What follows belongs to an exercise in optimizing a design on an open flow for small area and a short achievable clock period; a production flow would make more cautious choices. No run shown here included a check of the RTL's function; only the layout flow was run. No run shown here takes its clock network from TritonCTS; it comes from the design's own scripts or RTL. The clock port is modelled as an ideal driver, which makes a skipped or thinned clock tree look cheaper than it is; a real chip needs a root buffer or a tree.

## flow/design.v (module list and top-level ports; edited modules follow where they fit)
// module mul16_top: 15 lines
// module multiplier: 1689 lines
// module mul_fa: 4 lines
// module mul_a21oi: 3 lines
// module mul_inv: 3 lines
// module mul_nand2: 3 lines
// module mul_nor2: 3 lines
// module mul_o21ai: 3 lines
// module mul_xnor2: 3 lines
// module mul_xor2: 3 lines
// module mul_xnor: 3 lines
// module mul_or: 3 lines
module mul16_top(
    input clk,
    input [15:0] a,
    input [15:0] b,
    output reg [31:0] res
);
  // ...
==> flow/flow/run.sh <==
#!/bin/bash
# Own layout flow: the standard ORFS flow (standard.sh), with
#  - port buffers of a small, fast buffer cell instead of the default delay buffer;
#  - the clock tree rebuilt after CTS as one level of four buffers driven by the clock
#    port (flatten_clock_core.tcl), which shortens the clock's insertion delay for all
#    registers alike;
#  - after that, and after global routing, timing repair aiming for setup slack above a
#    margin, so that the design is sized for the period it can reach rather than left at
#    minimum size by the loose clock.
# make's output goes to standard.log here; ORFS keeps each step's log in orfs/logs.
set -euo pipefail
cd "$(dirname "$0")/.."
export FLOW_DIR_OWN="$PWD/flow"
export FLOW_SETUP_MARGIN=0
export FLOW_IN_REG_CELL=sky130_fd_sc_hd__dfxtp_4
export BUFFER_PORTS_ARGS="-buffer_cell sky130_fd_sc_hd__buf_1"
export CTS_ARGS="-sink_clustering_enable -repair_clock_nets -dont_use_dummy_load -buf_list sky130_fd_sc_hd__clkbuf_8"
export POST_CTS_TCL="$PWD/flow/flatten_clock_post.tcl"
export PRE_GLOBAL_ROUTE_TCL="$PWD/flow/grt_margin.tcl"
bash standard.sh > standard.log 2>&1
==> flow/flow/flatten_clock_core.tcl <==
# Rebuild the clock tree that CTS made as a single level: the clock port drives
# NLEAF clock buffers directly, each driving the registers of one region of the
# core. This removes the root buffer level and so the clock's insertion delay
# (it does not skew registers against each other: all go through one buffer).
set nleaf 4
set bufcell sky130_fd_sc_hd__clkbuf_16
set block [ord::get_db_block]
set clknet [$block findNet clk]
# every register clock pin (sink) of the tree, and every clock-tree buffer
set sinks {}
set bufs {}
set todo [list $clknet]
while {[llength $todo]} {
  set net [lindex $todo 0]
  set todo [lrange $todo 1 end]
  foreach it [$net getITerms] {
    if {![$it isInputSignal] && [$it getIoType] ne "INPUT"} { continue }
    set inst [$it getInst]
    set m [[$inst getMaster] getName]
    if {[string match "sky130_fd_sc_hd__clkbuf*" $m] || [string match "sky130_fd_sc_hd__clkinv*" $m] || [string match "sky130_fd_sc_hd__buf*" $m]} {
      if {[lsearch -exact $bufs $inst] < 0} {
        lappend bufs $inst
        foreach o [$inst getITerms] {
          if {[$o isOutputSignal]} { lappend todo [$o getNet] }
        }
      }
    } else {
      lappend sinks $it
    }
  }
}
puts "flatten_clock: [llength $sinks] sinks, [llength $bufs] buffers"
# split the sinks into nleaf groups: halves by x, then each half by y
proc loc {it} {
  set b [[$it getInst] getBBox]
  return [list [expr {([$b xMin] + [$b xMax]) / 2}] [expr {([$b yMin] + [$b yMax]) / 2}]]
}
proc split_by {items idx} {
  set s [lsort -real -index 1 [lmap it $items {list $it [lindex [loc $it] $idx]}]]
  set n [expr {[llength $s] / 2}]
  return [list [lmap p [lrange $s 0 [expr {$n - 1}]] {lindex $p 0}] [lmap p [lrange $s $n end] {lindex $p 0}]]
}
set groups {}
foreach half [split_by $sinks 0] {
  foreach q [split_by $half 1] { lappend groups $q }
}
# remove the old tree
foreach inst $bufs {
  foreach o [$inst getITerms] {
    if {[$o isOutputSignal]} {
      set n [$o getNet]
      foreach it [$n getITerms] { $it disconnect }
      odb::dbNet_destroy $n
    }
  }
  odb::dbInst_destroy $inst
}
# one buffer per group, at the group's centre
set master [[ord::get_db] findMaster $bufcell]
set k 0
foreach g $groups {
  set sx 0; set sy 0
  foreach it $g { lassign [loc $it] x y; incr sx $x; incr sy $y }
  set cx [expr {$sx / [llength $g]}]; set cy [expr {$sy / [llength $g]}]
  set inst [odb::dbInst_create $block $master "clkbuf_leaf_$k"]
  set net [odb::dbNet_create $block "clknet_leaf_$k"]
  $net setSigType CLOCK
  [$inst findITerm A] connect $clknet
  [$inst findITerm X] connect $net
  foreach it $g { $it connect $net }
  $inst setLocation $cx $cy
  $inst setPlacementStatus PLACED
  puts "flatten_clock: clkbuf_leaf_$k drives [llength $g] sinks"
  incr k
}
==> flow/flow/flatten_clock_post.tcl <==
source $::env(FLOW_DIR_OWN)/flatten_clock_core.tcl
if {[info exists ::env(FLOW_IN_REG_CELL)] && $::env(FLOW_IN_REG_CELL) ne ""} {
  foreach inst [get_cells {a_r* b_r*}] {
    replace_cell $inst $::env(FLOW_IN_REG_CELL)
  }
}
detailed_placement
estimate_parasitics -placement
# size the design for the period it can reach: repair setup against a margin
set ::env(SETUP_SLACK_MARGIN) $::env(FLOW_SETUP_MARGIN)
repair_timing_helper
detailed_placement
check_placement -verbose
==> flow/flow/grt_margin.tcl <==
# the global-route stage's timing repair uses the same setup margin as after CTS
set ::env(SETUP_SLACK_MARGIN) $::env(FLOW_SETUP_MARGIN)
==> flow/standard.sh <==
#!/bin/bash
# synth_recipe.tcl (not shown) runs the flow's synth.tcl, then flattens the netlist and writes it again
# the make line also repeats each setting of config.mk as NAME=value (left out here)
make -C /OpenROAD-flow-scripts/flow DESIGN_CONFIG=/design/flow/config.mk WORK_HOME=/design/flow/orfs CLKGATE_MAP_FILE= SYNTH_SCRIPT=/design/flow/synth_recipe.tcl "${@:-finish}"
==> flow/config.mk <==
export PLATFORM = sky130hd
export DESIGN_NAME = mul16_top
export DESIGN_NICKNAME = mul16_top
export VERILOG_FILES = /design/flow/design.v
export SDC_FILE = /design/flow/constraint.sdc
export NUM_CORES = 4
export LEC_CHECK = 0
export CAP_MARGIN = 20
export CORE_MARGIN = 2
export CORE_UTILIZATION = 55
export SLEW_MARGIN = 20
export SYNTH_HIERARCHICAL = 1
==> flow/constraint.sdc <==
create_clock -name core_clock -period 22.0 [get_ports {clk}]
set_input_delay 4.4000 -clock core_clock [delete_from_list [all_inputs] [get_ports {clk}]]
set_output_delay 4.4000 -clock core_clock [all_outputs]
set_load 0.01 [all_outputs]
==> results.toml, run 1 <==
[outcome]
status = "timing/DRC/antenna clean"

[min_path]
hold_end = "res[0]"

[cells_and_area]
final_area_sq_um = 8590
multi_input_area_sq_um = 6430
drive_gt1_frac = 0.0963
regMostFlops = "res"
nFillCells = 1465
seq_share = 0.163
final_core_util = 0.545

[critical_path]
endpoint = "res[28]"
path_max_fanout = 16
r2r_start = "b_r[6]"
crit_type = "register to register"
start_kind = "register"
rrSetupSlack_ns = 16.73
endpoint_kind = "register"
r2r_end = "res[28]"

[global_route]
antenna_found_initial = 0
grt_use_total = 0.251

[yosys]
avgSynthCellArea_sq_um = 9.93
ys_top_cells_by_area = "fa_1, dfxtp_1, nand2_1"
synthMuxAreaShare = 0
yosysSeqAreaShare = 0.145
yosys.area_share.simple = 0.155

[floorplanning]
nWellTaps = 216
die_area_sq_um = 17100
num_rows = 46
initial_utilization = 0.559
fp.dieW_microns = 131

[place]
io_buffers = 64
placed_cells = 1074
hpwlAfterDp_mm = 15.2

[sta]
tightest_slew_ns = 0.739
setup_viol = 0
timing.final.crit_share = 0.239

[routing]
routed_wl_mm = 19.6
==> inputs of run 2 (changes only) <==
--- a/flow/design.v
+++ b/flow/design.v
@@ -937,16 +937,89 @@
   wire n916;
   wire n917;
   wire n918;
   wire n919;
   wire n920;
   wire n921;
   wire n922;
   wire n923;
+  wire n924;
+  wire n925;
+  wire n926;
+  wire n927;
+  wire n928;
+  wire n929;
+  wire n930;
+  wire n931;
+  wire n932;
+  wire n933;
+  wire n934;
+  wire n935;
+  wire n936;
+  wire n937;
+  wire n938;
+  wire n939;
+  wire n940;
+  wire n941;
+  wire n942;
+  wire n943;
+  wire n944;
+  wire n945;
+  wire n946;
+  wire n947;
+  wire n948;
+  wire n949;
+  wire n950;
+  wire n951;
+  wire n952;
+  wire n953;
+  wire n954;
+  wire n955;
+  wire n956;
+  wire n957;
+  wire n958;
+  wire n959;
+  wire n960;
+  wire n961;
+  wire n962;
+  wire n963;
+  wire n964;
+  wire n965;
+  wire n966;
+  wire n967;
+  wire n968;
+  wire n969;
+  wire n970;
+  wire n971;
+  wire n972;
+  wire n973;
+  wire n974;
+  wire n975;
+  wire n976;
+  wire n977;
+  wire n978;
+  wire n979;
+  wire n980;
+  wire n981;
+  wire n982;
+  wire n983;
+  wire n984;
+  wire n985;
+  wire n986;
+  wire n987;
+  wire n988;
+  wire n989;
+  wire n990;
+  wire n991;
+  wire n992;
+  wire n993;
+  wire n994;
+  wire n995;
+  wire n996;
   assign pp1 = ~(a[0] & b[0]);
   assign pp2 = ~(a[1] & b[0]);
   assign pp3 = ~(a[2] & b[0]);
   assign pp4 = ~(a[3] & b[0]);
   assign pp5 = ~(a[4] & b[0]);
   assign pp6 = ~(a[5] & b[0]);
   assign pp7 = ~(a[6] & b[0]);
   assign pp8 = ~(a[7] & b[0]);
@@ -1482,231 +1555,304 @@
   mul_nand2 u_n733 (.a(s675), .b(c674), .y(n733));
   mul_xnor2 u_n734 (.a(s675), .b(c674), .y(n734));
   mul_nand2 u_n735 (.a(pp256), .b(c676), .y(n735));
   mul_xnor2 u_n736 (.a(pp256), .b(c676), .y(n736));
   mul_inv u_n737 (.a(pp1), .y(n737));
   mul_nand2 u_n738 (.a(n737), .b(pp1), .y(n738));
   mul_inv u_n739 (.a(n738), .y(n739));
   mul_o21ai u_n740 (.a(n678), .b(n739), .c(n677), .y(n740));
-  mul_nor2 u_n741 (.a(n682), .b(n680), .y(n741));
-  mul_o21ai u_n742 (.a(n682), .b(n679), .c(n681), .y(n742));
-  mul_nor2 u_n743 (.a(n686), .b(n684), .y(n743));
-  mul_o21ai u_n744 (.a(n686), .b(n683), .c(n685), .y(n744));
-  mul_nor2 u_n745 (.a(n690), .b(n688), .y(n745));
-  mul_o21ai u_n746 (.a(n690), .b(n687), .c(n689), .y(n746));
-  mul_nor2 u_n747 (.a(n694), .b(n692), .y(n747));
-  mul_o21ai u_n748 (.a(n694), .b(n691), .c(n693), .y(n748));
-  mul_nor2 u_n749 (.a(n698), .b(n696), .y(n749));
-  mul_o21ai u_n750 (.a(n698), .b(n695), .c(n697), .y(n750));
-  mul_nor2 u_n751 (.a(n702), .b(n700), .y(n751));
-  mul_o21ai u_n752 (.a(n702), .b(n699), .c(n701), .y(n752));
-  mul_nor2 u_n753 (.a(n706), .b(n704), .y(n753));
-  mul_o21ai u_n754 (.a(n706), .b(n703), .c(n705), .y(n754));
-  mul_nor2 u_n755 (.a(n710), .b(n708), .y(n755));
-  mul_o21ai u_n756 (.a(n710), .b(n707), .c(n709), .y(n756));
-  mul_nor2 u_n757 (.a(n714), .b(n712), .y(n757));
-  mul_o21ai u_n758 (.a(n714), .b(n711), .c(n713), .y(n758));
-  mul_nor2 u_n759 (.a(n718), .b(n716), .y(n759));
-  mul_o21ai u_n760 (.a(n718), .b(n715), .c(n717), .y(n760));
-  mul_nor2 u_n761 (.a(n722), .b(n720), .y(n761));
-  mul_o21ai u_n762 (.a(n722), .b(n719), .c(n721), .y(n762));
-  mul_nor2 u_n763 (.a(n726), .b(n724), .y(n763));
-  mul_o21ai u_n764 (.a(n726), .b(n723), .c(n725), .y(n764));
-  mul_nor2 u_n765 (.a(n730), .b(n728), .y(n765));
-  mul_o21ai u_n766 (.a(n730), .b(n727), .c(n729), .y(n766));
-  mul_nor2 u_n767 (.a(n734), .b(n732), .y(n767));
-  mul_o21ai u_n768 (.a(n734), .b(n731), .c(n733), .y(n768));
-  mul_inv u_n769 (.a(n740), .y(n769));
-  mul_o21ai u_n770 (.a(n680), .b(n769), .c(n679), .y(n770));
-  mul_a21oi u_n771 (.a(n741), .b(n740), .c(n742), .y(n771));
-  mul_inv u_n772 (.a(n743), .y(n772));
-  mul_nor2 u_n773 (.a(n688), .b(n772), .y(n773));
-  mul_inv u_n774 (.a(n744), .y(n774));
-  mul_o21ai u_n775 (.a(n688), .b(n774), .c(n687), .y(n775));
-  mul_nand2 u_n776 (.a(n745), .b(n743), .y(n776));
-  mul_a21oi u_n777 (.a(n745), .b(n744), .c(n746), .y(n777));
-  mul_inv u_n778 (.a(n747), .y(n778));
-  mul_nor2 u_n779 (.a(n696), .b(n778), .y(n779));
-  mul_inv u_n780 (.a(n748), .y(n780));
-  mul_o21ai u_n781 (.a(n696), .b(n780), .c(n695), .y(n781));
-  mul_nand2 u_n782 (.a(n749), .b(n747), .y(n782));
-  mul_a21oi u_n783 (.a(n749), .b(n748), .c(n750), .y(n783));
-  mul_inv u_n784 (.a(n751), .y(n784));
-  mul_nor2 u_n785 (.a(n704), .b(n784), .y(n785));
-  mul_inv u_n786 (.a(n752), .y(n786));
-  mul_o21ai u_n787 (.a(n704), .b(n786), .c(n703), .y(n787));
-  mul_nand2 u_n788 (.a(n753), .b(n751), .y(n788));
-  mul_a21oi u_n789 (.a(n753), .b(n752), .c(n754), .y(n789));
-  mul_inv u_n790 (.a(n755), .y(n790));
-  mul_nor2 u_n791 (.a(n712), .b(n790), .y(n791));
-  mul_inv u_n792 (.a(n756), .y(n792));
-  mul_o21ai u_n793 (.a(n712), .b(n792), .c(n711), .y(n793));
-  mul_nand2 u_n794 (.a(n757), .b(n755), .y(n794));
-  mul_a21oi u_n795 (.a(n757), .b(n756), .c(n758), .y(n795));
-  mul_inv u_n796 (.a(n759), .y(n796));
-  mul_nor2 u_n797 (.a(n720), .b(n796), .y(n797));
-  mul_inv u_n798 (.a(n760), .y(n798));
-  mul_o21ai u_n799 (.a(n720), .b(n798), .c(n719), .y(n799));
-  mul_nand2 u_n800 (.a(n761), .b(n759), .y(n800));
-  mul_a21oi u_n801 (.a(n761), .b(n760), .c(n762), .y(n801));
-  mul_inv u_n802 (.a(n763), .y(n802));
-  mul_nor2 u_n803 (.a(n728), .b(n802), .y(n803));
-  mul_inv u_n804 (.a(n764), .y(n804));
-  mul_o21ai u_n805 (.a(n728), .b(n804), .c(n727), .y(n805));
-  mul_nand2 u_n806 (.a(n765), .b(n763), .y(n806));
-  mul_a21oi u_n807 (.a(n765), .b(n764), .c(n766), .y(n807));
-  mul_inv u_n808 (.a(n767), .y(n808));
-  mul_nor2 u_n809 (.a(n736), .b(n808), .y(n809));
-  mul_inv u_n810 (.a(n768), .y(n810));
-  mul_o21ai u_n811 (.a(n736), .b(n810), .c(n735), .y(n811));
-  mul_o21ai u_n812 (.a(n684), .b(n771), .c(n683), .y(n812));
-  mul_inv u_n813 (.a(n771), .y(n813));
-  mul_a21oi u_n814 (.a(n743), .b(n813), .c(n744), .y(n814));
-  mul_a21oi u_n815 (.a(n773), .b(n813), .c(n775), .y(n815));
-  mul_o21ai u_n816 (.a(n776), .b(n771), .c(n777), .y(n816));
-  mul_nor2 u_n817 (.a(n700), .b(n782), .y(n817));
-  mul_o21ai u_n818 (.a(n700), .b(n783), .c(n699), .y(n818));
-  mul_nor2 u_n819 (.a(n784), .b(n782), .y(n819));
-  mul_inv u_n820 (.a(n783), .y(n820));
-  mul_a21oi u_n821 (.a(n751), .b(n820), .c(n752), .y(n821));
-  mul_inv u_n822 (.a(n785), .y(n822));
-  mul_nor2 u_n823 (.a(n822), .b(n782), .y(n823));
-  mul_a21oi u_n824 (.a(n785), .b(n820), .c(n787), .y(n824));
-  mul_nor2 u_n825 (.a(n788), .b(n782), .y(n825));
-  mul_o21ai u_n826 (.a(n788), .b(n783), .c(n789), .y(n826));
-  mul_nor2 u_n827 (.a(n716), .b(n794), .y(n827));
-  mul_o21ai u_n828 (.a(n716), .b(n795), .c(n715), .y(n828));
-  mul_nor2 u_n829 (.a(n796), .b(n794), .y(n829));
-  mul_inv u_n830 (.a(n795), .y(n830));
-  mul_a21oi u_n831 (.a(n759), .b(n830), .c(n760), .y(n831));
-  mul_inv u_n832 (.a(n797), .y(n832));
-  mul_nor2 u_n833 (.a(n832), .b(n794), .y(n833));
-  mul_a21oi u_n834 (.a(n797), .b(n830), .c(n799), .y(n834));
-  mul_nor2 u_n835 (.a(n800), .b(n794), .y(n835));
-  mul_o21ai u_n836 (.a(n800), .b(n795), .c(n801), .y(n836));
-  mul_nor2 u_n837 (.a(n732), .b(n806), .y(n837));
-  mul_o21ai u_n838 (.a(n732), .b(n807), .c(n731), .y(n838));
-  mul_nor2 u_n839 (.a(n808), .b(n806), .y(n839));
-  mul_inv u_n840 (.a(n807), .y(n840));
-  mul_a21oi u_n841 (.a(n767), .b(n840), .c(n768), .y(n841));
-  mul_inv u_n842 (.a(n809), .y(n842));
-  mul_nor2 u_n843 (.a(n842), .b(n806), .y(n843));
-  mul_a21oi u_n844 (.a(n809), .b(n840), .c(n811), .y(n844));
-  mul_inv u_n845 (.a(n816), .y(n845));
-  mul_o21ai u_n846 (.a(n692), .b(n845), .c(n691), .y(n846));
-  mul_a21oi u_n847 (.a(n747), .b(n816), .c(n748), .y(n847));
-  mul_a21oi u_n848 (.a(n779), .b(n816), .c(n781), .y(n848));
-  mul_o21ai u_n849 (.a(n782), .b(n845), .c(n783), .y(n849));
-  mul_a21oi u_n850 (.a(n817), .b(n816), .c(n818), .y(n850));
-  mul_inv u_n851 (.a(n821), .y(n851));
-  mul_a21oi u_n852 (.a(n819), .b(n816), .c(n851), .y(n852));
-  mul_inv u_n853 (.a(n824), .y(n853));
-  mul_a21oi u_n854 (.a(n823), .b(n816), .c(n853), .y(n854));
-  mul_a21oi u_n855 (.a(n825), .b(n816), .c(n826), .y(n855));
-  mul_inv u_n856 (.a(n835), .y(n856));
-  mul_nor2 u_n857 (.a(n724), .b(n856), .y(n857));
-  mul_inv u_n858 (.a(n836), .y(n858));
-  mul_o21ai u_n859 (.a(n724), .b(n858), .c(n723), .y(n859));
-  mul_nand2 u_n860 (.a(n763), .b(n835), .y(n860));
-  mul_a21oi u_n861 (.a(n763), .b(n836), .c(n764), .y(n861));
-  mul_nand2 u_n862 (.a(n803), .b(n835), .y(n862));
-  mul_a21oi u_n863 (.a(n803), .b(n836), .c(n805), .y(n863));
-  mul_nor2 u_n864 (.a(n806), .b(n856), .y(n864));
-  mul_o21ai u_n865 (.a(n806), .b(n858), .c(n807), .y(n865));
-  mul_nand2 u_n866 (.a(n837), .b(n835), .y(n866));
-  mul_a21oi u_n867 (.a(n837), .b(n836), .c(n838), .y(n867));
-  mul_nand2 u_n868 (.a(n839), .b(n835), .y(n868));
-  mul_inv u_n869 (.a(n841), .y(n869));
-  mul_a21oi u_n870 (.a(n839), .b(n836), .c(n869), .y(n870));
-  mul_nand2 u_n871 (.a(n843), .b(n835), .y(n871));
-  mul_inv u_n872 (.a(n844), .y(n872));
-  mul_a21oi u_n873 (.a(n843), .b(n836), .c(n872), .y(n873));
-  mul_o21ai u_n874 (.a(n708), .b(n855), .c(n707), .y(n874));
-  mul_inv u_n875 (.a(n855), .y(n875));
-  mul_a21oi u_n876 (.a(n755), .b(n875), .c(n756), .y(n876));
-  mul_a21oi u_n877 (.a(n791), .b(n875), .c(n793), .y(n877));
-  mul_o21ai u_n878 (.a(n794), .b(n855), .c(n795), .y(n878));
-  mul_a21oi u_n879 (.a(n827), .b(n875), .c(n828), .y(n879));
-  mul_inv u_n880 (.a(n831), .y(n880));
-  mul_a21oi u_n881 (.a(n829), .b(n875), .c(n880), .y(n881));
-  mul_inv u_n882 (.a(n834), .y(n882));
-  mul_a21oi u_n883 (.a(n833), .b(n875), .c(n882), .y(n883));
-  mul_a21oi u_n884 (.a(n835), .b(n875), .c(n836), .y(n884));
-  mul_a21oi u_n885 (.a(n857), .b(n875), .c(n859), .y(n885));
-  mul_o21ai u_n886 (.a(n860), .b(n855), .c(n861), .y(n886));
-  mul_o21ai u_n887 (.a(n862), .b(n855), .c(n863), .y(n887));
-  mul_a21oi u_n888 (.a(n864), .b(n875), .c(n865), .y(n888));
-  mul_o21ai u_n889 (.a(n866), .b(n855), .c(n867), .y(n889));
-  mul_o21ai u_n890 (.a(n868), .b(n855), .c(n870), .y(n890));
-  mul_o21ai u_n891 (.a(n871), .b(n855), .c(n873), .y(n891));
-  mul_inv u_n892 (.a(pp1), .y(n892));
-  assign res[0] = n892;
-  mul_xor2 u_n893 (.a(n678), .b(n738), .y(n893));
-  assign res[1] = n893;
-  mul_xor2 u_n894 (.a(n680), .b(n740), .y(n894));
-  assign res[2] = n894;
-  mul_xor2 u_n895 (.a(n682), .b(n770), .y(n895));
-  assign res[3] = n895;
-  mul_xor2 u_n896 (.a(n684), .b(n813), .y(n896));
-  assign res[4] = n896;
-  mul_xor2 u_n897 (.a(n686), .b(n812), .y(n897));
-  assign res[5] = n897;
-  mul_xnor2 u_n898 (.a(n688), .b(n814), .y(n898));
-  assign res[6] = n898;
-  mul_xnor2 u_n899 (.a(n690), .b(n815), .y(n899));
-  assign res[7] = n899;
-  mul_xor2 u_n900 (.a(n692), .b(n816), .y(n900));
-  assign res[8] = n900;
-  mul_xor2 u_n901 (.a(n694), .b(n846), .y(n901));
-  assign res[9] = n901;
-  mul_xnor2 u_n902 (.a(n696), .b(n847), .y(n902));
-  assign res[10] = n902;
-  mul_xnor2 u_n903 (.a(n698), .b(n848), .y(n903));
-  assign res[11] = n903;
-  mul_xor2 u_n904 (.a(n700), .b(n849), .y(n904));
-  assign res[12] = n904;
-  mul_xnor2 u_n905 (.a(n702), .b(n850), .y(n905));
-  assign res[13] = n905;
-  mul_xnor2 u_n906 (.a(n704), .b(n852), .y(n906));
-  assign res[14] = n906;
-  mul_xnor2 u_n907 (.a(n706), .b(n854), .y(n907));
-  assign res[15] = n907;
-  mul_xor2 u_n908 (.a(n708), .b(n875), .y(n908));
-  assign res[16] = n908;
-  mul_xor2 u_n909 (.a(n710), .b(n874), .y(n909));
-  assign res[17] = n909;
-  mul_xnor2 u_n910 (.a(n712), .b(n876), .y(n910));
-  assign res[18] = n910;
-  mul_xnor2 u_n911 (.a(n714), .b(n877), .y(n911));
-  assign res[19] = n911;
-  mul_xor2 u_n912 (.a(n716), .b(n878), .y(n912));
-  assign res[20] = n912;
-  mul_xnor2 u_n913 (.a(n718), .b(n879), .y(n913));
-  assign res[21] = n913;
-  mul_xnor2 u_n914 (.a(n720), .b(n881), .y(n914));
-  assign res[22] = n914;
-  mul_xnor2 u_n915 (.a(n722), .b(n883), .y(n915));
-  assign res[23] = n915;
-  mul_xnor2 u_n916 (.a(n724), .b(n884), .y(n916));
-  assign res[24] = n916;
-  mul_xnor2 u_n917 (.a(n726), .b(n885), .y(n917));
-  assign res[25] = n917;
-  mul_xor2 u_n918 (.a(n728), .b(n886), .y(n918));
-  assign res[26] = n918;
-  mul_xor2 u_n919 (.a(n730), .b(n887), .y(n919));
-  assign res[27] = n919;
-  mul_xnor2 u_n920 (.a(n732), .b(n888), .y(n920));
-  assign res[28] = n920;
-  mul_xor2 u_n921 (.a(n734), .b(n889), .y(n921));
-  assign res[29] = n921;
-  mul_xor2 u_n922 (.a(n736), .b(n890), .y(n922));
-  assign res[30] = n922;
-  mul_inv u_n923 (.a(n891), .y(n923));
-  assign res[31] = n923;
+  mul_nor2 u_n741 (.a(n680), .b(n678), .y(n741));
+  mul_o21ai u_n742 (.a(n680), .b(n677), .c(n679), .y(n742));
+  mul_nor2 u_n743 (.a(n682), .b(n680), .y(n743));
+  mul_o21ai u_n744 (.a(n682), .b(n679), .c(n681), .y(n744));
+  mul_nor2 u_n745 (.a(n684), .b(n682), .y(n745));
+  mul_o21ai u_n746 (.a(n684), .b(n681), .c(n683), .y(n746));
+  mul_nor2 u_n747 (.a(n686), .b(n684), .y(n747));
+  mul_o21ai u_n748 (.a(n686), .b(n683), .c(n685), .y(n748));
+  mul_nor2 u_n749 (.a(n688), .b(n686), .y(n749));
+  mul_o21ai u_n750 (.a(n688), .b(n685), .c(n687), .y(n750));
+  mul_nor2 u_n751 (.a(n690), .b(n688), .y(n751));
+  mul_o21ai u_n752 (.a(n690), .b(n687), .c(n689), .y(n752));
+  mul_nor2 u_n753 (.a(n692), .b(n690), .y(n753));
+  mul_o21ai u_n754 (.a(n692), .b(n689), .c(n691), .y(n754));
+  mul_nor2 u_n755 (.a(n694), .b(n692), .y(n755));
+  mul_o21ai u_n756 (.a(n694), .b(n691), .c(n693), .y(n756));
+  mul_nor2 u_n757 (.a(n696), .b(n694), .y(n757));
+  mul_o21ai u_n758 (.a(n696), .b(n693), .c(n695), .y(n758));
+  mul_nor2 u_n759 (.a(n698), .b(n696), .y(n759));
+  mul_o21ai u_n760 (.a(n698), .b(n695), .c(n697), .y(n760));
+  mul_nor2 u_n761 (.a(n700), .b(n698), .y(n761));
+  mul_o21ai u_n762 (.a(n700), .b(n697), .c(n699), .y(n762));
+  mul_nor2 u_n763 (.a(n702), .b(n700), .y(n763));
+  mul_o21ai u_n764 (.a(n702), .b(n699), .c(n701), .y(n764));
+  mul_nor2 u_n765 (.a(n704), .b(n702), .y(n765));
+  mul_o21ai u_n766 (.a(n704), .b(n701), .c(n703), .y(n766));
+  mul_nor2 u_n767 (.a(n706), .b(n704), .y(n767));
+  mul_o21ai u_n768 (.a(n706), .b(n703), .c(n705), .y(n768));
+  mul_nor2 u_n769 (.a(n708), .b(n706), .y(n769));
+  mul_o21ai u_n770 (.a(n708), .b(n705), .c(n707), .y(n770));
+  mul_nor2 u_n771 (.a(n710), .b(n708), .y(n771));
+  mul_o21ai u_n772 (.a(n710), .b(n707), .c(n709), .y(n772));
+  mul_nor2 u_n773 (.a(n712), .b(n710), .y(n773));
+  mul_o21ai u_n774 (.a(n712), .b(n709), .c(n711), .y(n774));
+  mul_nor2 u_n775 (.a(n714), .b(n712), .y(n775));
+  mul_o21ai u_n776 (.a(n714), .b(n711), .c(n713), .y(n776));
+  mul_nor2 u_n777 (.a(n716), .b(n714), .y(n777));
+  mul_o21ai u_n778 (.a(n716), .b(n713), .c(n715), .y(n778));
+  mul_nor2 u_n779 (.a(n718), .b(n716), .y(n779));
+  mul_o21ai u_n780 (.a(n718), .b(n715), .c(n717), .y(n780));
+  mul_nor2 u_n781 (.a(n720), .b(n718), .y(n781));
+  mul_o21ai u_n782 (.a(n720), .b(n717), .c(n719), .y(n782));
+  mul_nor2 u_n783 (.a(n722), .b(n720), .y(n783));
+  mul_o21ai u_n784 (.a(n722), .b(n719), .c(n721), .y(n784));
+  mul_nor2 u_n785 (.a(n724), .b(n722), .y(n785));
+  mul_o21ai u_n786 (.a(n724), .b(n721), .c(n723), .y(n786));
+  mul_nor2 u_n787 (.a(n726), .b(n724), .y(n787));
+  mul_o21ai u_n788 (.a(n726), .b(n723), .c(n725), .y(n788));
+  mul_nor2 u_n789 (.a(n728), .b(n726), .y(n789));
+  mul_o21ai u_n790 (.a(n728), .b(n725), .c(n727), .y(n790));
+  mul_nor2 u_n791 (.a(n730), .b(n728), .y(n791));
+  mul_o21ai u_n792 (.a(n730), .b(n727), .c(n729), .y(n792));
+  mul_nor2 u_n793 (.a(n732), .b(n730), .y(n793));
+  mul_o21ai u_n794 (.a(n732), .b(n729), .c(n731), .y(n794));
+  mul_nor2 u_n795 (.a(n734), .b(n732), .y(n795));
+  mul_o21ai u_n796 (.a(n734), .b(n731), .c(n733), .y(n796));
+  mul_nor2 u_n797 (.a(n736), .b(n734), .y(n797));
+  mul_o21ai u_n798 (.a(n736), .b(n733), .c(n735), .y(n798));
+  mul_a21oi u_n799 (.a(n741), .b(n738), .c(n742), .y(n799));
+  mul_a21oi u_n800 (.a(n743), .b(n740), .c(n744), .y(n800));
+  mul_nand2 u_n801 (.a(n745), .b(n741), .y(n801));
+  mul_a21oi u_n802 (.a(n745), .b(n742), .c(n746), .y(n802));
+  mul_nand2 u_n803 (.a(n747), .b(n743), .y(n803));
+  mul_a21oi u_n804 (.a(n747), .b(n744), .c(n748), .y(n804));
+  mul_nand2 u_n805 (.a(n749), .b(n745), .y(n805));
+  mul_a21oi u_n806 (.a(n749), .b(n746), .c(n750), .y(n806));
+  mul_nand2 u_n807 (.a(n751), .b(n747), .y(n807));
+  mul_a21oi u_n808 (.a(n751), .b(n748), .c(n752), .y(n808));
+  mul_nand2 u_n809 (.a(n753), .b(n749), .y(n809));
+  mul_a21oi u_n810 (.a(n753), .b(n750), .c(n754), .y(n810));
+  mul_nand2 u_n811 (.a(n755), .b(n751), .y(n811));
+  mul_a21oi u_n812 (.a(n755), .b(n752), .c(n756), .y(n812));
+  mul_nand2 u_n813 (.a(n757), .b(n753), .y(n813));
+  mul_a21oi u_n814 (.a(n757), .b(n754), .c(n758), .y(n814));
+  mul_nand2 u_n815 (.a(n759), .b(n755), .y(n815));
+  mul_a21oi u_n816 (.a(n759), .b(n756), .c(n760), .y(n816));
+  mul_nand2 u_n817 (.a(n761), .b(n757), .y(n817));
+  mul_a21oi u_n818 (.a(n761), .b(n758), .c(n762), .y(n818));
+  mul_nand2 u_n819 (.a(n763), .b(n759), .y(n819));
+  mul_a21oi u_n820 (.a(n763), .b(n760), .c(n764), .y(n820));
+  mul_nand2 u_n821 (.a(n765), .b(n761), .y(n821));
+  mul_a21oi u_n822 (.a(n765), .b(n762), .c(n766), .y(n822));
+  mul_nand2 u_n823 (.a(n767), .b(n763), .y(n823));
+  mul_a21oi u_n824 (.a(n767), .b(n764), .c(n768), .y(n824));
+  mul_nand2 u_n825 (.a(n769), .b(n765), .y(n825));
+  mul_a21oi u_n826 (.a(n769), .b(n766), .c(n770), .y(n826));
+  mul_nand2 u_n827 (.a(n771), .b(n767), .y(n827));
+  mul_a21oi u_n828 (.a(n771), .b(n768), .c(n772), .y(n828));
+  mul_nand2 u_n829 (.a(n773), .b(n769), .y(n829));
+  mul_a21oi u_n830 (.a(n773), .b(n770), .c(n774), .y(n830));
+  mul_nand2 u_n831 (.a(n775), .b(n771), .y(n831));
+  mul_a21oi u_n832 (.a(n775), .b(n772), .c(n776), .y(n832));
+  mul_nand2 u_n833 (.a(n777), .b(n773), .y(n833));
+  mul_a21oi u_n834 (.a(n777), .b(n774), .c(n778), .y(n834));
+  mul_nand2 u_n835 (.a(n779), .b(n775), .y(n835));
+  mul_a21oi u_n836 (.a(n779), .b(n776), .c(n780), .y(n836));
+  mul_nand2 u_n837 (.a(n781), .b(n777), .y(n837));
+  mul_a21oi u_n838 (.a(n781), .b(n778), .c(n782), .y(n838));
+  mul_nand2 u_n839 (.a(n783), .b(n779), .y(n839));
+  mul_a21oi u_n840 (.a(n783), .b(n780), .c(n784), .y(n840));
+  mul_nand2 u_n841 (.a(n785), .b(n781), .y(n841));
+  mul_a21oi u_n842 (.a(n785), .b(n782), .c(n786), .y(n842));
+  mul_nand2 u_n843 (.a(n787), .b(n783), .y(n843));
+  mul_a21oi u_n844 (.a(n787), .b(n784), .c(n788), .y(n844));
+  mul_nand2 u_n845 (.a(n789), .b(n785), .y(n845));
+  mul_a21oi u_n846 (.a(n789), .b(n786), .c(n790), .y(n846));
+  mul_nand2 u_n847 (.a(n791), .b(n787), .y(n847));
+  mul_a21oi u_n848 (.a(n791), .b(n788), .c(n792), .y(n848));
+  mul_nand2 u_n849 (.a(n793), .b(n789), .y(n849));
+  mul_a21oi u_n850 (.a(n793), .b(n790), .c(n794), .y(n850));
+  mul_nand2 u_n851 (.a(n795), .b(n791), .y(n851));
+  mul_a21oi u_n852 (.a(n795), .b(n792), .c(n796), .y(n852));
+  mul_nand2 u_n853 (.a(n797), .b(n793), .y(n853));
+  mul_a21oi u_n854 (.a(n797), .b(n794), .c(n798), .y(n854));
+  mul_o21ai u_n855 (.a(n801), .b(n739), .c(n802), .y(n855));
+  mul_inv u_n856 (.a(n740), .y(n856));
+  mul_o21ai u_n857 (.a(n803), .b(n856), .c(n804), .y(n857));
+  mul_o21ai u_n858 (.a(n805), .b(n799), .c(n806), .y(n858));
+  mul_o21ai u_n859 (.a(n807), .b(n800), .c(n808), .y(n859));
+  mul_nor2 u_n860 (.a(n809), .b(n801), .y(n860));
+  mul_o21ai u_n861 (.a(n809), .b(n802), .c(n810), .y(n861));
+  mul_nor2 u_n862 (.a(n811), .b(n803), .y(n862));
+  mul_o21ai u_n863 (.a(n811), .b(n804), .c(n812), .y(n863));
+  mul_nor2 u_n864 (.a(n813), .b(n805), .y(n864));
+  mul_o21ai u_n865 (.a(n813), .b(n806), .c(n814), .y(n865));
+  mul_nor2 u_n866 (.a(n815), .b(n807), .y(n866));
+  mul_o21ai u_n867 (.a(n815), .b(n808), .c(n816), .y(n867));
+  mul_nor2 u_n868 (.a(n817), .b(n809), .y(n868));
+  mul_o21ai u_n869 (.a(n817), .b(n810), .c(n818), .y(n869));
+  mul_nor2 u_n870 (.a(n819), .b(n811), .y(n870));
+  mul_o21ai u_n871 (.a(n819), .b(n812), .c(n820), .y(n871));
+  mul_nor2 u_n872 (.a(n821), .b(n813), .y(n872));
+  mul_o21ai u_n873 (.a(n821), .b(n814), .c(n822), .y(n873));
+  mul_nor2 u_n874 (.a(n823), .b(n815), .y(n874));
+  mul_o21ai u_n875 (.a(n823), .b(n816), .c(n824), .y(n875));
+  mul_nor2 u_n876 (.a(n825), .b(n817), .y(n876));
+  mul_o21ai u_n877 (.a(n825), .b(n818), .c(n826), .y(n877));
+  mul_nor2 u_n878 (.a(n827), .b(n819), .y(n878));
+  mul_o21ai u_n879 (.a(n827), .b(n820), .c(n828), .y(n879));
+  mul_nor2 u_n880 (.a(n829), .b(n821), .y(n880));
+  mul_o21ai u_n881 (.a(n829), .b(n822), .c(n830), .y(n881));
+  mul_nor2 u_n882 (.a(n831), .b(n823), .y(n882));
+  mul_o21ai u_n883 (.a(n831), .b(n824), .c(n832), .y(n883));
+  mul_nor2 u_n884 (.a(n833), .b(n825), .y(n884));
+  mul_o21ai u_n885 (.a(n833), .b(n826), .c(n834), .y(n885));
+  mul_nor2 u_n886 (.a(n835), .b(n827), .y(n886));
+  mul_o21ai u_n887 (.a(n835), .b(n828), .c(n836), .y(n887));
+  mul_nor2 u_n888 (.a(n837), .b(n829), .y(n888));
+  mul_o21ai u_n889 (.a(n837), .b(n830), .c(n838), .y(n889));
+  mul_nor2 u_n890 (.a(n839), .b(n831), .y(n890));
+  mul_o21ai u_n891 (.a(n839), .b(n832), .c(n840), .y(n891));
+  mul_nor2 u_n892 (.a(n841), .b(n833), .y(n892));
+  mul_o21ai u_n893 (.a(n841), .b(n834), .c(n842), .y(n893));
+  mul_nor2 u_n894 (.a(n843), .b(n835), .y(n894));
+  mul_o21ai u_n895 (.a(n843), .b(n836), .c(n844), .y(n895));
+  mul_nor2 u_n896 (.a(n845), .b(n837), .y(n896));
+  mul_o21ai u_n897 (.a(n845), .b(n838), .c(n846), .y(n897));
+  mul_nor2 u_n898 (.a(n847), .b(n839), .y(n898));
+  mul_o21ai u_n899 (.a(n847), .b(n840), .c(n848), .y(n899));
+  mul_nor2 u_n900 (.a(n849), .b(n841), .y(n900));
+  mul_o21ai u_n901 (.a(n849), .b(n842), .c(n850), .y(n901));
+  mul_nor2 u_n902 (.a(n851), .b(n843), .y(n902));
+  mul_o21ai u_n903 (.a(n851), .b(n844), .c(n852), .y(n903));
+  mul_nor2 u_n904 (.a(n853), .b(n845), .y(n904));
+  mul_o21ai u_n905 (.a(n853), .b(n846), .c(n854), .y(n905));
+  mul_a21oi u_n906 (.a(n860), .b(n738), .c(n861), .y(n906));
+  mul_a21oi u_n907 (.a(n862), .b(n740), .c(n863), .y(n907));
+  mul_inv u_n908 (.a(n799), .y(n908));
+  mul_a21oi u_n909 (.a(n864), .b(n908), .c(n865), .y(n909));
+  mul_inv u_n910 (.a(n800), .y(n910));
+  mul_a21oi u_n911 (.a(n866), .b(n910), .c(n867), .y(n911));
+  mul_a21oi u_n912 (.a(n868), .b(n855), .c(n869), .y(n912));
+  mul_a21oi u_n913 (.a(n870), .b(n857), .c(n871), .y(n913));
+  mul_a21oi u_n914 (.a(n872), .b(n858), .c(n873), .y(n914));
+  mul_a21oi u_n915 (.a(n874), .b(n859), .c(n875), .y(n915));
+  mul_nand2 u_n916 (.a(n876), .b(n860), .y(n916));
+  mul_a21oi u_n917 (.a(n876), .b(n861), .c(n877), .y(n917));
+  mul_nand2 u_n918 (.a(n878), .b(n862), .y(n918));
+  mul_a21oi u_n919 (.a(n878), .b(n863), .c(n879), .y(n919));
+  mul_nand2 u_n920 (.a(n880), .b(n864), .y(n920));
+  mul_a21oi u_n921 (.a(n880), .b(n865), .c(n881), .y(n921));
+  mul_nand2 u_n922 (.a(n882), .b(n866), .y(n922));
+  mul_a21oi u_n923 (.a(n882), .b(n867), .c(n883), .y(n923));
+  mul_nand2 u_n924 (.a(n884), .b(n868), .y(n924));
+  mul_a21oi u_n925 (.a(n884), .b(n869), .c(n885), .y(n925));
+  mul_nand2 u_n926 (.a(n886), .b(n870), .y(n926));
+  mul_a21oi u_n927 (.a(n886), .b(n871), .c(n887), .y(n927));
+  mul_nand2 u_n928 (.a(n888), .b(n872), .y(n928));
+  mul_a21oi u_n929 (.a(n888), .b(n873), .c(n889), .y(n929));
+  mul_nand2 u_n930 (.a(n890), .b(n874), .y(n930));
+  mul_a21oi u_n931 (.a(n890), .b(n875), .c(n891), .y(n931));
+  mul_nand2 u_n932 (.a(n892), .b(n876), .y(n932));
+  mul_a21oi u_n933 (.a(n892), .b(n877), .c(n893), .y(n933));
+  mul_nand2 u_n934 (.a(n894), .b(n878), .y(n934));
+  mul_a21oi u_n935 (.a(n894), .b(n879), .c(n895), .y(n935));
+  mul_nand2 u_n936 (.a(n896), .b(n880), .y(n936));
+  mul_a21oi u_n937 (.a(n896), .b(n881), .c(n897), .y(n937));
+  mul_nand2 u_n938 (.a(n898), .b(n882), .y(n938));
+  mul_a21oi u_n939 (.a(n898), .b(n883), .c(n899), .y(n939));
+  mul_nand2 u_n940 (.a(n900), .b(n884), .y(n940));
+  mul_a21oi u_n941 (.a(n900), .b(n885), .c(n901), .y(n941));
+  mul_nand2 u_n942 (.a(n902), .b(n886), .y(n942));
+  mul_a21oi u_n943 (.a(n902), .b(n887), .c(n903), .y(n943));
+  mul_nand2 u_n944 (.a(n904), .b(n888), .y(n944));
+  mul_a21oi u_n945 (.a(n904), .b(n889), .c(n905), .y(n945));
+  mul_o21ai u_n946 (.a(n916), .b(n739), .c(n917), .y(n946));
+  mul_o21ai u_n947 (.a(n918), .b(n856), .c(n919), .y(n947));
+  mul_o21ai u_n948 (.a(n920), .b(n799), .c(n921), .y(n948));
+  mul_o21ai u_n949 (.a(n922), .b(n800), .c(n923), .y(n949));
+  mul_inv u_n950 (.a(n855), .y(n950));
+  mul_o21ai u_n951 (.a(n924), .b(n950), .c(n925), .y(n951));
+  mul_inv u_n952 (.a(n857), .y(n952));
+  mul_o21ai u_n953 (.a(n926), .b(n952), .c(n927), .y(n953));
+  mul_inv u_n954 (.a(n858), .y(n954));
+  mul_o21ai u_n955 (.a(n928), .b(n954), .c(n929), .y(n955));
+  mul_inv u_n956 (.a(n859), .y(n956));
+  mul_o21ai u_n957 (.a(n930), .b(n956), .c(n931), .y(n957));
+  mul_o21ai u_n958 (.a(n932), .b(n906), .c(n933), .y(n958));
+  mul_o21ai u_n959 (.a(n934), .b(n907), .c(n935), .y(n959));
+  mul_o21ai u_n960 (.a(n936), .b(n909), .c(n937), .y(n960));
+  mul_o21ai u_n961 (.a(n938), .b(n911), .c(n939), .y(n961));
+  mul_o21ai u_n962 (.a(n940), .b(n912), .c(n941), .y(n962));
+  mul_o21ai u_n963 (.a(n942), .b(n913), .c(n943), .y(n963));
+  mul_o21ai u_n964 (.a(n944), .b(n914), .c(n945), .y(n964));
+  mul_inv u_n965 (.a(pp1), .y(n965));
+  assign res[0] = n965;
+  mul_xor2 u_n966 (.a(n678), .b(n738), .y(n966));
+  assign res[1] = n966;
+  mul_xor2 u_n967 (.a(n680), .b(n740), .y(n967));
+  assign res[2] = n967;
+  mul_xor2 u_n968 (.a(n682), .b(n908), .y(n968));
+  assign res[3] = n968;
+  mul_xor2 u_n969 (.a(n684), .b(n910), .y(n969));
+  assign res[4] = n969;
+  mul_xor2 u_n970 (.a(n686), .b(n855), .y(n970));
+  assign res[5] = n970;
+  mul_xor2 u_n971 (.a(n688), .b(n857), .y(n971));
+  assign res[6] = n971;
+  mul_xor2 u_n972 (.a(n690), .b(n858), .y(n972));
+  assign res[7] = n972;
+  mul_xor2 u_n973 (.a(n692), .b(n859), .y(n973));
+  assign res[8] = n973;
+  mul_xnor2 u_n974 (.a(n694), .b(n906), .y(n974));
+  assign res[9] = n974;
+  mul_xnor2 u_n975 (.a(n696), .b(n907), .y(n975));
+  assign res[10] = n975;
+  mul_xnor2 u_n976 (.a(n698), .b(n909), .y(n976));
+  assign res[11] = n976;
+  mul_xnor2 u_n977 (.a(n700), .b(n911), .y(n977));
+  assign res[12] = n977;
+  mul_xnor2 u_n978 (.a(n702), .b(n912), .y(n978));
+  assign res[13] = n978;
+  mul_xnor2 u_n979 (.a(n704), .b(n913), .y(n979));
+  assign res[14] = n979;
+  mul_xnor2 u_n980 (.a(n706), .b(n914), .y(n980));
+  assign res[15] = n980;
+  mul_xnor2 u_n981 (.a(n708), .b(n915), .y(n981));
+  assign res[16] = n981;
+  mul_xor2 u_n982 (.a(n710), .b(n946), .y(n982));
+  assign res[17] = n982;
+  mul_xor2 u_n983 (.a(n712), .b(n947), .y(n983));
+  assign res[18] = n983;
+  mul_xor2 u_n984 (.a(n714), .b(n948), .y(n984));
+  assign res[19] = n984;
+  mul_xor2 u_n985 (.a(n716), .b(n949), .y(n985));
+  assign res[20] = n985;
+  mul_xor2 u_n986 (.a(n718), .b(n951), .y(n986));
+  assign res[21] = n986;
+  mul_xor2 u_n987 (.a(n720), .b(n953), .y(n987));
+  assign res[22] = n987;
+  mul_xor2 u_n988 (.a(n722), .b(n955), .y(n988));
+  assign res[23] = n988;
+  mul_xor2 u_n989 (.a(n724), .b(n957), .y(n989));
+  assign res[24] = n989;
+  mul_xor2 u_n990 (.a(n726), .b(n958), .y(n990));
+  assign res[25] = n990;
+  mul_xor2 u_n991 (.a(n728), .b(n959), .y(n991));
+  assign res[26] = n991;
+  mul_xor2 u_n992 (.a(n730), .b(n960), .y(n992));
+  assign res[27] = n992;
+  mul_xor2 u_n993 (.a(n732), .b(n961), .y(n993));
+  assign res[28] = n993;
+  mul_xor2 u_n994 (.a(n734), .b(n962), .y(n994));
+  assign res[29] = n994;
+  mul_xor2 u_n995 (.a(n736), .b(n963), .y(n995));
+  assign res[30] = n995;
+  mul_inv u_n996 (.a(n964), .y(n996));
+  assign res[31] = n996;
 endmodule
 module mul_fa(input a, input b, input ci, output s, output co);
   assign s = a ^ b ^ ci;
   assign co = (a & b) | (a & ci) | (b & ci);
 endmodule
 module mul_a21oi(input a, input b, input c, output y);
   assign y = ~((a & b) | c);
 endmodule
==> results.toml, run 2 <==
[outcome]
status = "timing/DRC/antenna clean"

[critical_path]
timing.critical_path.buf_inv = 0
rrSetupSlack_ns = 16.86
critPathTopFamily = "adder cells"
start_kind = "register"
path_max_fanout = 16
endpoint_kind = "register"
critPathArrivalTime_ns = 5.14
worst-endpoint-required_ns = 22.00
crit_type = "register to register"
cpPeakStageDelay_ns = 0.53
cp_common_cell = "fa_1"
r2r_start = "a_r[6]"
crit_start = "a_r[6]"
path_cells = "nand2_1 -> fa_1 -> fa_1 -> fa_1 -> fa_1 -> fa_1 -> fa_1 -> xnor2_1 -> o21ai_1 -> a21oi_2 -> o21ai_1 -> a21oi_2 -> o21ai_1 -> xor2_1"
crit_slowest_cell = "fa_1"

[floorplanning]
die_h_microns = 133
fp.dieW_microns = 133
die_area_sq_um = 17800
initial_utilization = 0.559
num_rows = 47
core_sq_um = 16500
io_pins = 65

[cells_and_area]
num_antenna_cells = 0
top_regs = "res: 32 flops, a_r: 16 flops, b_r: 16 flops"
largest_reg_flops = 32
area_growth_pct = -2.49
drive_gt1_frac = 0.102
regMostFlops = "res"
fin_nets = 1163
mostFrequentLayoutCell = "nand2_1"
final_cell_mix = "nand2_1, fa_1, o21ai_1"

[routing]
routed_wl_mm = 22.9
via_per_inst = 5.60
vias = 6458
drtIter0Drc = 383
drtAntennaViolNets = 0
wl_per_cell_microns = 19.9
drc = 0
drt_pass1_iterations = 5

[yosys]
yosysSeqAreaShare = 0.139
ys.warnings.count = 7
synth_edf_count = 0
synth.largest_area_cell = "fa_1"
ys_ff_latch = 64
avgSynthCellArea_sq_um = 9.58
syn-cell-area_sq_um = 9210
synthCells = 961
synth.most_common_cell = "nand2_1"
synth_common_cells = "nand2_1, fa_1, o21ai_1"
synthFlopType = "dfxtp_1"
yosys.cell_types.count = 14
ys_top_cells_by_area = "fa_1, dfxtp_1, nand2_1"
async_flop_share = 0
synth_top_area_frac = 0.424
syn-num-nets = 1189

[min_path]
hold_class = "register to register"
min_from = "a_r[0]"

[place]
place_congestion = 0.902
hpwlAfterDp_mm = 17.7
io_buffers = 64

[global_route]
grt_max_degree = 17
antenna_found_initial = 0
grt_use_total = 0.272
grt_pass1_wl_mm = 37.1
grt_pass1_vias = 6913
grt.overflow.total = 0

[sta]
relSlewSlack = 0.572
final_max_slew_viol_count = 0
timing.final.crit_share = 0.233
skew_ns = 0.0112
rsz0062_at_grt = "false"
hold_viol = 0
period_needed_ns = 5.14
fmax_mhz = 195
setup_viol = 0
setup_tns_ns = 0
tightest_slew_ns = 0.638

[run]
drv_cap = 0

[clock_network]
clk_latency_ns = 0.14
path_clk_slew_ns = 0.07
cts.sinks = 64
-- run 2: changes by cell type in the layout (fill, tap and decap cells not counted), moves of 4 or more --
cell,delta
xor2_1,+7
nand2_2,-4
o21ai_1,+31
xnor2_1,-7
nand2_1,+35
nor2_1,+18
inv_1,-25
a21oi_2,+18
-- run 2: per-layer routing --
layer	vias to the layer above	global-route usage	share of wire
met5	-	0	0
met4	0	0.0768	0.020
met3	32	0.0556	0.079
met2	295	0.451	0.48
met1	3263	0.368	0.42
li1	2868	-	-
-- run 2: final cells by class --
cell class / instances / area (sq um)
Inverter: 11 / 41.3
Multi-Input combinational cell: 790 / 6920
Tap cell: 220 / 275
Buffer: 4 / 100
Fill cell: 1528 / 7490
Timing Repair Buffer: 64 / 240
Sequential cell: 64 / 1400
-- run 2: kinds of logic (layout without fill, tap and decap cells) --
logic type	count (synthesis)	after routing	synth area share
flops	64	64	0.139
fa+ha+maj	195	195	0.424
compound gates	124	124	0.0886
xor+xnor	75	75	0.0714
buf+inv	107	79	0.109
simple gates	396	396	0.167
-- run 2: metrics by stage --
stage / setup WS [ns] / area [sq um] / util / cells / hold WS, ns
after floorplan: 17.27 / 9210 / - / 961 / 0.645
after global placement: 16.38 / 8760 / 0.532 / 1149 / 0.844
after detailed placement: 16.42 / 8760 / 0.532 / 1149 / 0.839
after global routing: 16.67 / 8980 / 0.545 / 1153 / 0.664
final: 16.86 / 8980 / 0.545 / 1153 / 0.624
-- run 2: per-module statistics from Yosys (local to each module, per instance), a selection --
module      cells  cell area [sq um]
mul16_top      64               1280
mul_a21oi       1               8.76
mul_fa          1               20.0
mul_nand2       1               3.75
mul_nor2        1               3.75
mul_or          1               6.26
mul_xnor        1               8.76
mul_xnor2       1               8.76
multiplier    352               1940
-- run 2: worst register-to-register path, stage by stage, from the launching register on --
cell,delay [ns]
dfxtp_4,0.52
nand2_1,0.13
fa_1,0.48
fa_1,0.54
fa_1,0.44
fa_1,0.42
fa_1,0.51
fa_1,0.45
xnor2_1,0.48
o21ai_1,0.20
a21oi_2,0.22
o21ai_1,0.17
a21oi_2,0.14
o21ai_1,0.13
xor2_1,0.20
-- run 2: final timing paths --
| kind | endpoint | cells past startpoint |
|---|---|---|
| hold reg to reg | res[0] | 2 |
| hold / removal | res[0] | 2 |
| setup / recovery | res[26] | 14 |
| setup reg to reg | res[26] | 14 |

==> re-timing with driven ports <==
How much do the figures lean on ideal ports? The routed layouts below were timed once more, with nothing changed but the port constraints. Step 1 (the two cells are an assumption about what drives the block):
set clk [get_ports {clk}]
set_driving_cell -lib_cell sky130_fd_sc_hd__clkbuf_16 $clk
set_driving_cell -lib_cell sky130_fd_sc_hd__buf_2 [delete_from_list [all_inputs] $clk]
Step 2 moves the port delays by t, midway between the first and last clock arrival at a register: inputs arrive t later, outputs are due t later. That takes back most of the time a late clock gives input paths. Three values: no drivers, after step 1, after step 2; two values: the first two.
run	t (ns)	setup WS [ns]	worst setup path at the end	pins driven straight from the clock port
run 1	0.233	16.734 / 16.734 / 16.734	register to register	4
run 2	0.229	16.865 / 16.809 / 16.865	register to register	4
After both steps setup and hold are still met in every run listed.
